From an optimization exercise on the open Yosys and OpenROAD flow, aimed at small area and a short achievable clock period; shortcuts taken in it are not production practice.
Where RTL was checked, it was by simulation tests only, not by an equivalence proof against the original.
Power and IR drop assume default switching activity.

Setup of run A:
Design user_logic, start of the top module:
module user_logic
(
  Bus2IP_Clk,
  Bus2IP_Reset,
  Bus2IP_Data,
  Bus2IP_BE,
  Bus2IP_RdCE,
  Bus2IP_WrCE,
  IP2Bus_Data,
  IP2Bus_RdAck,
  IP2Bus_WrAck,
  IP2Bus_Error
);
For scale: about 1,600 cells after synthesis, about 160 flip-flops.
clock: 8.5 ns
lec_check: 0
abc_area: 1
cap_margin: 20
core_margin: 2
core_utilization: 40
setup_slack_margin: 4.3
slew_margin: 20
synth_hierarchical: 1
synth_minimum_keep_size: 0
tns_end_percent: 5
standard.sh (not shown) runs the stock make flow with config.mk's settings and CLKGATE_MAP_FILE= SYNTH_SCRIPT=/design/flow/synth_recipe.tcl, a recipe that flattens the netlist after the stock synthesis.
==> flow/flow/run.sh <==
#!/bin/bash
# The standard layout, with every input and output port buffered by
# sky130_fd_sc_hd__buf_2 (buffer_ports' -buffer_cell) instead of the cell
# buffer_ports picks by itself, and the buffers ABC put in at synthesis
# removed at floorplan (REMOVE_ABC_BUFFERS) so repair_design re-buffers only
# where needed. Everything else is the standard flow.
set -euo pipefail
bash standard.sh "BUFFER_PORTS_ARGS=-buffer_cell sky130_fd_sc_hd__buf_2" REMOVE_ABC_BUFFERS=1 finish > standard.log 2>&1
Having completed the whole flow, run A delivered a layout that passed the timing, DRC and antenna checks.
Setup changes, run A to run B
--- a/flow/design.v
+++ b/flow/design.v
@@ -1167,30 +1167,33 @@
   wire adg30_0 = adg30_28 | (adP30_28 & adg27_0);
   wire adP30_0 = adP30_28 & adP27_0;
   wire [31:0] psum = {(adp31 ^ adg30_0), (adp30 ^ adg29_0), (adp29 ^ adg28_0), (adp28 ^ adg27_0), (adp27 ^ adg26_0), (adp26 ^ adg25_0), (adp25 ^ adg24_0), (adp24 ^ adg23_0), (adp23 ^ adg22_0), (adp22 ^ adg21_0), (adp21 ^ adg20_0), (adp20 ^ adg19_0), (adp19 ^ adg18_0), (adp18 ^ adg17_0), (adp17 ^ adg16_0), (adp16 ^ adg15_0), (adp15 ^ adg14_0), (adp14 ^ adg13_0), (adp13 ^ adg12_0), (adp12 ^ adg11_0), (adp11 ^ adg10_0), (adp10 ^ adg9_0), (adp9 ^ adg8_0), (adp8 ^ adg7_0), (adp7 ^ adg6_0), (adp6 ^ adg5_0), (adp5 ^ adg4_0), (adp4 ^ adg3_0), (adp3 ^ adg2_0), (adp2 ^ adg1_0), (adp1 ^ adg0_0), (adp0)};
   wire [31:0] pnext = psum;
   reg r2z;
   always @(posedge Bus2IP_Clk) r2z <= Bus2IP_Reset | rst_d;
   always @(posedge Bus2IP_Clk) begin
     rst_d <= Bus2IP_Reset;
     for (k = 0; k < 32; k = k + 1)
       slv_reg2[k] <= pnext[31-k];
   end
-  wire [0:31] rdata;
-  generate for (g = 0; g < 4; g = g + 1) begin : rdm
-    rdmux8 u (.rd(Bus2IP_RdCE), .r0(slv_reg0[g*8 +: 8]), .r1(slv_reg1[g*8 +: 8]), .r2(slv_reg2[g*8 +: 8]), .z2(r2z), .o(rdata[g*8 +: 8]));
+  wire [0:3] rs0, rs1, rs2;
+  reg  [0:31] rdata;
+  generate for (g = 0; g < 4; g = g + 1) begin : rdd
+    rddec u (.rd(Bus2IP_RdCE), .z2(r2z), .s0(rs0[g]), .s1(rs1[g]), .s2(rs2[g]));
   end endgenerate
+  always @(*)
+    for (k = 0; k < 32; k = k + 1)
+      rdata[k] = (rs0[k/8] & slv_reg0[k]) | (rs1[k/8] & slv_reg1[k]) | (rs2[k/8] & slv_reg2[k]);
   assign IP2Bus_Data  = rdata;
   assign IP2Bus_RdAck = |Bus2IP_RdCE;
   assign IP2Bus_WrAck = |Bus2IP_WrCE;
   assign IP2Bus_Error = 1'b0;
 endmodule
 module fa (input a, input b, input c, output s, output co);
   assign s  = a ^ b ^ c;
   assign co = (a & b) | (a & c) | (b & c);
 endmodule
-module rdmux8 (input [0:2] rd, input [0:7] r0, input [0:7] r1, input [0:7] r2, input z2, output [0:7] o);
-  wire s0 = rd == 3'b100;
-  wire s1 = rd == 3'b010;
-  wire s2 = rd == 3'b001 && !z2;
-  assign o = ({8{s0}} & r0) | ({8{s1}} & r1) | ({8{s2}} & r2);
+module rddec (input [0:2] rd, input z2, output s0, output s1, output s2);
+  assign s0 = rd == 3'b100;
+  assign s1 = rd == 3'b010;
+  assign s2 = rd == 3'b001 && !z2;
 endmodule
[summary]
met2 usage in global routing is higher on run B
Taking run A as the reference, in run B proportion of cell area occupied by registers lost 0.56 points, combinational share of power neither gained nor lost much, length in cells of the worst reg-to-reg path picked up an extra 1, via count picked up an extra about 1.2%.
No functional check of the RTL was part of run B.

-- static timing again, ports no longer ideal --
No port has a modelled driver above. Below, the same layouts with a new extraction and two added sets of constraints.
Step 1 (the two cells are an assumption about what drives the block):
set clk [get_ports {Bus2IP_Clk}]
set_driving_cell -lib_cell sky130_fd_sc_hd__clkbuf_16 $clk
set_driving_cell -lib_cell sky130_fd_sc_hd__buf_2 [delete_from_list [all_inputs] $clk]
Step 2 also shifts input and output timing later by t, the mid clock arrival at the registers, as if the neighbouring blocks saw the same clock.
Three values: no drivers, after step 1, after step 2; two values: the first two.
run | t, ns | slack for setup (ns) | hold slack, ns | worst data-port slew with drivers (ns) | pins driven straight from the clock port
run A | 0.508 | 4.202 / 4.072 / 4.072 | 0.329 / 0.329 / 0.329 | 0.14 | 1
run B | 0.506 | 4.263 / 4.155 / 4.155 | 0.328 / 0.328 / 0.328 | 0.14 | 1
After both steps every run listed still meets setup and hold. For run A, which loses most, drivers alone change the setup slack by -0.130 ns; drivers and shift together by -0.130 ns.
